What follows belongs to an exercise in optimizing a design on an open flow for small area, a short achievable clock period and few clock cycles; a production flow would make more cautious choices.
No driver is modelled on the clock port, so clocking that relies on it looks cheaper here than on a real chip.

Design RISC_V, start of the top module:
module RISC_V(clk, rst, mem_addr, mem_wdata, mem_we, mem_rdata);
    input clk, rst;
    input  [15:0] mem_rdata;
    output [15:0] mem_addr;
    output [15:0] mem_wdata;
    output        mem_we;
    reg  [15:1] fa;         
    reg  [15:0] ir;         
    reg  [7:0]  sa, sb;     
    reg         iv;         
    reg         mem;        
    reg  [15:0] ea;         
    reg  [2:0]  mrd;        
    reg         mst;        
    reg  [15:0] rf [0:7];
    integer k;
    wire [15:0] w      = mem_rdata;
    wire        w_jump = (w[14:12] == 3'b100);
    wire        w_pt   = (w[14:12] == 3'b011) & w[15];   
    wire [15:5] hp1    = fa[15:5] + 11'd1;
    wire [15:5] hm1    = fa[15:5] - 11'd1;
    wire [4:0]  lp1    = {1'b0, fa[4:1]} + 5'd1;
    wire [15:1] fp1    = {lp1[4] ? hp1 : fa[15:5], lp1[3:0]};
    wire [15:1] tj     = fa + {{4{w[15]}}, w[11:1]};
    wire [4:0]  blo    = {1'b0, fa[4:1]} + {2'b01, w[9], w[2:1]};
    wire [15:1] tb     = {blo[4] ? fa[15:5] : hm1, blo[3:0]};
    wire [15:1] fnext  = w_jump ? tj : w_pt ? tb : fp1;
    wire [2:0] op  = ir[14:12];
    wire [2:0] f3  = ir[2:0];
    wire       exv = iv & ~mem;
    wire is_r  = (op == 3'b000);
    wire is_l  = (op == 3'b001);
    wire is_s  = (op == 3'b010);
    wire is_b  = (op == 3'b011);
    wire is_i  = (op == 3'b101);
    reg [15:0] a, b;
    always @(*) begin
        a = 16'd0;
        b = 16'd0;
        for (k = 0; k < 8; k = k + 1) begin
            a = a | ({16{sa[k]}} & rf[k]);
            b = b | ({16{sb[k]}} & rf[k]);
        end
    end
    wire [15:0] immI = {{10{ir[15]}}, ir[8:6], ir[2:0]};
    wire [15:0] immS = {{10{ir[15]}}, ir[5:0]};
    wire        sub  = is_b | (is_r & ~f3[2] & (f3[1] | f3[0]));
    wire [15:0] op2  = (is_r | is_b) ? b : (is_s ? immS : immI);
    wire [15:0] sx   = {16{sub}};
    wire [15:0] sum  = sx ^ ((a ^ sx) + op2);
    wire        lt   = (a[15] ^ b[15]) ? a[15] : sum[15];
    wire        eq   = (a == b);
    reg [15:0] res;
    always @(*) begin
        if (is_r & (f3 == 3'b111))      res = a & b;
  ...
Size in the first run: roughly 1500 cells after synthesis, ~200 flip-flops, ~51 I/O pins, ~12000 um2 of cells after synthesis.
==> module RISC_V, before the edit <==
module RISC_V(clk, rst, mem_addr, mem_wdata, mem_we, mem_rdata);
    input clk, rst;
    input  [15:0] mem_rdata;
    output [15:0] mem_addr;
    output [15:0] mem_wdata;
    output        mem_we;
    reg  [15:1] fa;         
    reg  [15:0] ir;         
    reg  [7:0]  sa, sb;     
    reg         iv;         
    reg         mem;        
    reg  [15:0] ea;         
    reg  [2:0]  mrd;        
    reg         mst;        
    reg  [15:0] rf [0:7];
    integer k;
    wire [15:0] w      = mem_rdata;
    wire        w_jump = (w[14:12] == 3'b100);
    wire        w_pt   = (w[14:12] == 3'b011) & w[15];   
    wire [15:5] hp1    = fa[15:5] + 11'd1;
    wire [15:5] hm1    = fa[15:5] - 11'd1;
    wire [4:0]  lp1    = {1'b0, fa[4:1]} + 5'd1;
    wire [15:1] fp1    = {lp1[4] ? hp1 : fa[15:5], lp1[3:0]};
    wire [15:1] tj     = fa + {{4{w[15]}}, w[11:1]};
    wire [4:0]  blo    = {1'b0, fa[4:1]} + {2'b01, w[9], w[2:1]};
    wire [15:1] tb     = {blo[4] ? fa[15:5] : hm1, blo[3:0]};
    wire [15:1] fnext  = w_jump ? tj : w_pt ? tb : fp1;
    wire [2:0] op  = ir[14:12];
    wire [2:0] f3  = ir[2:0];
    wire       exv = iv & ~mem;
    wire is_r  = (op == 3'b000);
    wire is_l  = (op == 3'b001);
    wire is_s  = (op == 3'b010);
    wire is_b  = (op == 3'b011);
    wire is_i  = (op == 3'b101);
    reg [15:0] a, b;
    always @(*) begin
        a = 16'd0;
        b = 16'd0;
        for (k = 0; k < 8; k = k + 1) begin
            a = a | ({16{sa[k]}} & rf[k]);
            b = b | ({16{sb[k]}} & rf[k]);
        end
    end
    wire [15:0] immI = {{10{ir[15]}}, ir[8:6], ir[2:0]};
    wire [15:0] immS = {{10{ir[15]}}, ir[5:0]};
    wire        sub  = is_b | (is_r & ~f3[2] & (f3[1] | f3[0]));
    wire [15:0] op2  = (is_r | is_b) ? b : (is_s ? immS : immI);
    wire [15:0] sx   = {16{sub}};
    wire [15:0] sum  = sx ^ ((a ^ sx) + op2);
    wire        lt   = (a[15] ^ b[15]) ? a[15] : sum[15];
    wire        eq   = (a == b);
    reg [15:0] res;
    always @(*) begin
        if (is_r & (f3 == 3'b111))      res = a & b;
        else if (is_r & (f3 == 3'b110)) res = a | b;
        else if (is_r & (f3 == 3'b010)) res = {15'd0, lt};
        else                            res = sum;
    end
    wire [4:0]  bimm  = {ir[15], ir[15], ir[9], ir[2:1]};         
    wire [4:0]  boff  = ir[15] ? (5'd1 - bimm) : (bimm - 5'd1);
    wire [5:0]  alo   = {2'b00, fa[4:1]} + {boff[4], boff};
    wire [15:1] alt   = {alo[5] ? hm1 : alo[4] ? hp1 : fa[15:5], alo[3:0]};
    wire taken    = ir[11] ? lt : (eq ^ ir[10]);
    wire redirect = exv & is_b & (taken ^ ir[15]);
    wire        ex_we = exv & (is_r | is_i);
    wire        wen   = mem ? ~mst : ex_we;
    wire [2:0]  wa    = mem ? mrd : ir[11:9];
    wire [15:0] wd    = mem ? mem_rdata : res;
    always @(posedge clk)
        if (wen) rf[wa] <= wd;
    always @(posedge clk or posedge rst) begin
        if (rst) begin
            fa  <= 15'd0;
            iv  <= 1'b0;
            mem <= 1'b0;
        end else begin
            mem <= exv & (is_l | is_s);
            if (~mem) begin
                fa <= ({15{redirect}} & alt) | ({15{~redirect}} & fnext);
                iv <= ~redirect;
            end
        end
    end
    wire keep_b = mem | (exv & is_s);
    always @(posedge clk) begin
        if (~mem)
            ir <= w;
        for (k = 0; k < 8; k = k + 1) begin
            sa[k] <= mem ? (ir[5:3] == k) : (w[5:3] == k);
            sb[k] <= keep_b ? (ir[8:6] == k) : (w[8:6] == k);
        end
        ea  <= sum;
        mrd <= ir[11:9];
        mst <= is_s;
    end
    assign mem_addr  = mem ? ea : {fa, 1'b0};
    assign mem_wdata = b;
    assign mem_we    = mem & mst;
endmodule
==> flow/config.mk <==
export PLATFORM = sky130hd
export DESIGN_NAME = RISC_V
export DESIGN_NICKNAME = RISC_V
export VERILOG_FILES = /design/flow/design.v
export SDC_FILE = /design/flow/constraint.sdc
export NUM_CORES = 4
export LEC_CHECK = 0
export ABC_AREA = 1
export CAP_MARGIN = 20
export CORE_MARGIN = 2
export CORE_UTILIZATION = 40
export SETUP_SLACK_MARGIN = 4.2
export SLEW_MARGIN = 20
==> flow/constraint.sdc <==
create_clock -name core_clock -period 8.0 [get_ports {clk}]
set_input_delay 1.6000 -clock core_clock [delete_from_list [all_inputs] [get_ports {clk}]]
set_output_delay 1.6000 -clock core_clock [all_outputs]
set_load 0.01 [all_outputs]
standard.sh (not shown) runs the stock make flow with config.mk's settings and CLKGATE_MAP_FILE= SYNTH_SCRIPT=/design/flow/synth_recipe.tcl, a recipe that flattens the netlist after the stock synthesis.
==> flow/flow/run.sh <==
#!/bin/bash
# The standard layout (standard.sh, unchanged synthesis) with two
# changes: plain buffers on the ports (buffer_ports otherwise picks delay
# cells), and an area recovery pass after the post-CTS timing repair that
# downsizes cells while the setup slack stays at or above
# SETUP_SLACK_MARGIN; the global-route repair then runs as usual. Full tool
# output goes to standard.log.
set -e
export FLOW_FLOW_DIR=$PWD/flow
export BUFFER_PORTS_ARGS="-buffer_cell sky130_fd_sc_hd__buf_1"
export POST_CTS_TCL=$FLOW_FLOW_DIR/post_cts.tcl
bash standard.sh > standard.log 2>&1
Other scripts of this flow, unchanged in this note and not shown: flow/flow/area_recover.tcl, flow/flow/post_cts.tcl
Then changed:
--- a/flow/design.v
+++ b/flow/design.v
@@ -16,18 +16,13 @@
     reg  [15:0] rf [0:7];
     integer k;
     wire [15:0] w      = mem_rdata;
     wire        w_jump = (w[14:12] == 3'b100);
     wire        w_pt   = (w[14:12] == 3'b011) & w[15];   
-    wire [15:5] hp1    = fa[15:5] + 11'd1;
-    wire [15:5] hm1    = fa[15:5] - 11'd1;
-    wire [4:0]  lp1    = {1'b0, fa[4:1]} + 5'd1;
-    wire [15:1] fp1    = {lp1[4] ? hp1 : fa[15:5], lp1[3:0]};
-    wire [15:1] tj     = fa + {{4{w[15]}}, w[11:1]};
-    wire [4:0]  blo    = {1'b0, fa[4:1]} + {2'b01, w[9], w[2:1]};
-    wire [15:1] tb     = {blo[4] ? fa[15:5] : hm1, blo[3:0]};
-    wire [15:1] fnext  = w_jump ? tj : w_pt ? tb : fp1;
+    wire [15:1] inc    = w_jump ? {{4{w[15]}}, w[11:1]} :
+                         w_pt   ? {{12{w[15]}}, w[9], w[2:1]} : 15'd1;
+    wire [15:1] fnext  = fa + inc;
     wire [2:0] op  = ir[14:12];
     wire [2:0] f3  = ir[2:0];
     wire       exv = iv & ~mem;
     wire is_r  = (op == 3'b000);
     wire is_l  = (op == 3'b001);
@@ -44,26 +39,24 @@
         end
     end
     wire [15:0] immI = {{10{ir[15]}}, ir[8:6], ir[2:0]};
     wire [15:0] immS = {{10{ir[15]}}, ir[5:0]};
     wire        sub  = is_b | (is_r & ~f3[2] & (f3[1] | f3[0]));
-    wire [15:0] op2  = (is_r | is_b) ? b : (is_s ? immS : immI);
-    wire [15:0] sx   = {16{sub}};
-    wire [15:0] sum  = sx ^ ((a ^ sx) + op2);
+    wire [15:0] op2  = (is_r | is_b) ? (sub ? ~b : b) : (is_s ? immS : immI);
+    wire [15:0] sum  = a + op2 + {15'd0, sub};
     wire        lt   = (a[15] ^ b[15]) ? a[15] : sum[15];
-    wire        eq   = (a == b);
+    wire        eq   = (sum == 16'd0);                    
     reg [15:0] res;
     always @(*) begin
         if (is_r & (f3 == 3'b111))      res = a & b;
         else if (is_r & (f3 == 3'b110)) res = a | b;
         else if (is_r & (f3 == 3'b010)) res = {15'd0, lt};
         else                            res = sum;
     end
     wire [4:0]  bimm  = {ir[15], ir[15], ir[9], ir[2:1]};         
     wire [4:0]  boff  = ir[15] ? (5'd1 - bimm) : (bimm - 5'd1);
-    wire [5:0]  alo   = {2'b00, fa[4:1]} + {boff[4], boff};
-    wire [15:1] alt   = {alo[5] ? hm1 : alo[4] ? hp1 : fa[15:5], alo[3:0]};
+    wire [15:1] alt   = fa + {{10{boff[4]}}, boff};
     wire taken    = ir[11] ? lt : (eq ^ ir[10]);
     wire redirect = exv & is_b & (taken ^ ir[15]);
     wire        ex_we = exv & (is_r | is_i);
     wire        wen   = mem ? ~mst : ex_we;
     wire [2:0]  wa    = mem ? mrd : ir[11:9];
The new run completed with no timing, DRC or antenna violations.
Sequential cell count stays the same.
Final cell count decreases by 6.7%.
Utilization stays flat.
Global-route usage increases by 0.24 points.
Wire length decreases by about 7%.
No functional check of the RTL was part of any run of this note.

==> static timing again, ports no longer ideal <==
In the flow no input, the clock included, has a driving cell. The finished layouts below were timed again as built, in two steps. Step 1 assumes that a clkbuf_16 drives the clock port and a buf_2 every other input. Step 2, shift: input delay + t, output delay - t, t = (earliest + latest rising clock arrival at the registers) / 2. This alone moves slack from input paths to output paths. Three values: no drivers, after step 1, after step 2; two values: the first two.
run	shift t [ns]	slack for setup (ns)	worst hold slack (ns)
the first run	0.495	4.166 / 4.166 / 3.816	0.446 / 0.446 / 0.446
the second run	0.489	3.962 / 3.962 / 3.560	0.433 / 0.433 / 0.433
After both steps every run listed still meets setup and hold. The setup slack of the second run, which loses most, moves by 0.000 ns with the drivers and by -0.402 ns with both steps.
